Background: an optimization exercise with open tools, aiming at small area, a short achievable clock period and few clock cycles per item. Do not read the settings as production practice.
Function was checked by simulation only, so behaviour that the tests miss may differ from the original.

Design pt100_temp, start of the top module:
module pt100_temp (
    input  wire        clk,
    input  wire        rst,
    input  wire        in_valid,
    output wire        in_ready,
    input  wire [11:0] yk,
    output wire        out_valid,
    output wire [27:0] temp,
    output wire [27:0] temp_filt,
    output wire        alarm
    );
For scale: roughly 3600 cells after synthesis, ~430 flip-flops, roughly 74 I/O pins, about 29000 um2 of cells after synthesis.
==> flow/config.mk <==
export PLATFORM = sky130hd
export DESIGN_NAME = pt100_temp
export DESIGN_NICKNAME = pt100_temp
export VERILOG_FILES = /design/flow/design.v
export SDC_FILE = /design/flow/constraint.sdc
export NUM_CORES = 4
export LEC_CHECK = 0
export ABC_AREA = 1
export CAP_MARGIN = 60
export CORE_MARGIN = 2
export CORE_UTILIZATION = 66
export PLACE_DENSITY = 0.8
export SLEW_MARGIN = 60
==> flow/constraint.sdc <==
create_clock -name core_clock -period 24.0 [get_ports {clk}]
set_input_delay 4.8000 -clock core_clock [delete_from_list [all_inputs] [get_ports {clk}]]
set_output_delay 4.8000 -clock core_clock [all_outputs]
set_load 0.01 [all_outputs]
standard.sh (not shown) runs the stock make flow with config.mk's settings and CLKGATE_MAP_FILE= SYNTH_SCRIPT=/design/flow/synth_recipe.tcl, a recipe that flattens the netlist after the stock synthesis.
==> flow/flow/run.sh <==
#!/bin/bash
# The standard layout (standard.sh), with the input and output port
# buffers made of sky130_fd_sc_hd__buf_2 instead of the default cell, and
# timing repair asked to leave 17.8 ns of setup slack (a 6.2 ns target) on
# the design's own 24 ns clock and constraints.
set -euo pipefail
export BUFFER_PORTS_ARGS="-buffer_cell sky130_fd_sc_hd__buf_2"
export SETUP_SLACK_MARGIN=17.8
bash standard.sh > standard_flow.log 2>&1
Testbench counts at the start, summed over its fixed seeds: cycles 18,901, samples 960.
Change:
--- a/flow/flow/run.sh
+++ b/flow/flow/run.sh
@@ -4 +4 @@
-# timing repair asked to leave 17.8 ns of setup slack (a 6.2 ns target) on
+# timing repair asked to leave 18.1 ns of setup slack (a 5.9 ns target) on
@@ -8 +8 @@
-export SETUP_SLACK_MARGIN=17.8
+export SETUP_SLACK_MARGIN=18.1
Maximum frequency barely changes.
Non-clock buffer count rises by 60.
Worst hold slack barely changes.
Wire length rises by a few percent.
Via count grows slightly.
Critical path depth stays the same.
Core utilization went up by 1.7 points.
Change:
--- a/flow/flow/run.sh
+++ b/flow/flow/run.sh
@@ -4 +4 @@
-# timing repair asked to leave 18.1 ns of setup slack (a 5.9 ns target) on
+# timing repair asked to leave 17.8 ns of setup slack (a 6.2 ns target) on
@@ -8 +8 @@
-export SETUP_SLACK_MARGIN=18.1
+export SETUP_SLACK_MARGIN=17.8
- CAP_MARGIN: 60 -> 20
- CORE_UTILIZATION: 66 -> 60
- PLACE_DENSITY: 0.8 -> 0.75
- SLEW_MARGIN: 60 -> 20
What happened:
- fmax hardly moves
- design area fell by 2.0%
- flip-flop and latch count stays the same
- critical path depth stays the same
- first-iteration DRC count fell by 6.7%
- cell count fell by 0.51%
- sequential share of layout area rose by 0.45 points
Change:
- CAP_MARGIN: 20 -> 60
- GPL_TIMING_DRIVEN: default -> 1
- SLEW_MARGIN: 20 -> 60
Result: Wire length stays flat. Via count stays flat. Count of clock-buffer cells in the layout went up by 4. Hold slack barely changes.

* * *

== willow ==
Starting RTL as in the previous note.
Settings: LEC_CHECK=0, ABC_AREA=1, CAP_MARGIN=60, CORE_MARGIN=2, CORE_UTILIZATION=60, CTS_BUF_LIST=sky130_fd_sc_hd__clkbuf_8, PLACE_DENSITY=0.75, SLEW_MARGIN=60; clock period 24.0 ns.
==> flow/flow/run.sh <==
#!/bin/bash
# The standard layout (standard.sh), with the input and output port
# buffers made of sky130_fd_sc_hd__buf_2 instead of the default cell, and
# timing repair asked to leave 17.8 ns of setup slack (a 6.2 ns target) on
# the design's own 24 ns clock and constraints.
set -euo pipefail
export BUFFER_PORTS_ARGS="-buffer_cell sky130_fd_sc_hd__buf_2"
export SETUP_SLACK_MARGIN=17.8
bash standard.sh > standard_flow.log 2>&1
Testbench counts of willow, summed over its fixed seeds: cycles 18,901, samples 960.
Setup changes, willow to pepper
diff --git a/flow/config.mk b/flow/config.mk
--- a/flow/config.mk
+++ b/flow/config.mk
@@ -10,5 +10,4 @@
 export CORE_MARGIN = 2
 export CORE_UTILIZATION = 60
-export CTS_BUF_LIST = sky130_fd_sc_hd__clkbuf_8
 export PLACE_DENSITY = 0.75
 export SLEW_MARGIN = 60
Findings:
On cell area, willow and pepper are basically level. Summary — total setup buffers inserted after CTS, pepper relative to willow: lower, by 4. Final worst-path setup slack, willow and pepper: smaller value in willow. | sequential share of layout area | pepper vs willow | ≈ equal |. On global-route usage over all layers, the higher figure sits with willow, not pepper.

-- static timing again, ports no longer ideal --
Ports are ideal in the flow. The routed layouts listed here were re-timed in OpenROAD. Step 1, drivers: a clkbuf_16 drives clk and a buf_2 each remaining input, both assumed. Step 2, shift: input delay + t, output delay - t, t = (earliest + latest rising clock arrival at the registers) / 2. This alone moves slack from input paths to output paths. Three values: ideal ports, drivers, drivers and shift; two values: the first two.
| run | shift t [ns] | setup WS [ns] | hold WS [ns] | latest minus earliest clock arrival (ns) | worst register clock-pin slew, ns |
|---|---|---|---|---|---|
| the first run of note 1 | 0.653 | 17.814 / 17.754 / 18.060 | 0.322 / 0.322 / 0.322 | 0.025 / 0.025 | 0.07 / 0.07 |
| the second run of note 1 | 0.661 | 17.829 / 17.766 / 18.291 | 0.325 / 0.325 / 0.325 | 0.028 / 0.028 | 0.07 / 0.07 |
| the third run of note 1 | 0.665 | 17.823 / 17.760 / 18.118 | 0.328 / 0.328 / 0.328 | 0.026 / 0.027 | 0.07 / 0.07 |
| the fourth run of note 1 | 0.659 | 17.839 / 17.781 / 18.217 | 0.328 / 0.328 / 0.328 | 0.029 / 0.029 | 0.07 / 0.07 |
| willow | 0.728 | 17.802 / 17.744 / 18.193 | 0.331 / 0.331 / 0.331 | 0.043 / 0.043 | 0.07 / 0.07 |
| pepper | 0.659 | 17.839 / 17.781 / 18.217 | 0.328 / 0.328 / 0.328 | 0.029 / 0.029 | 0.07 / 0.07 |
After both steps setup and hold are still met in every run listed.
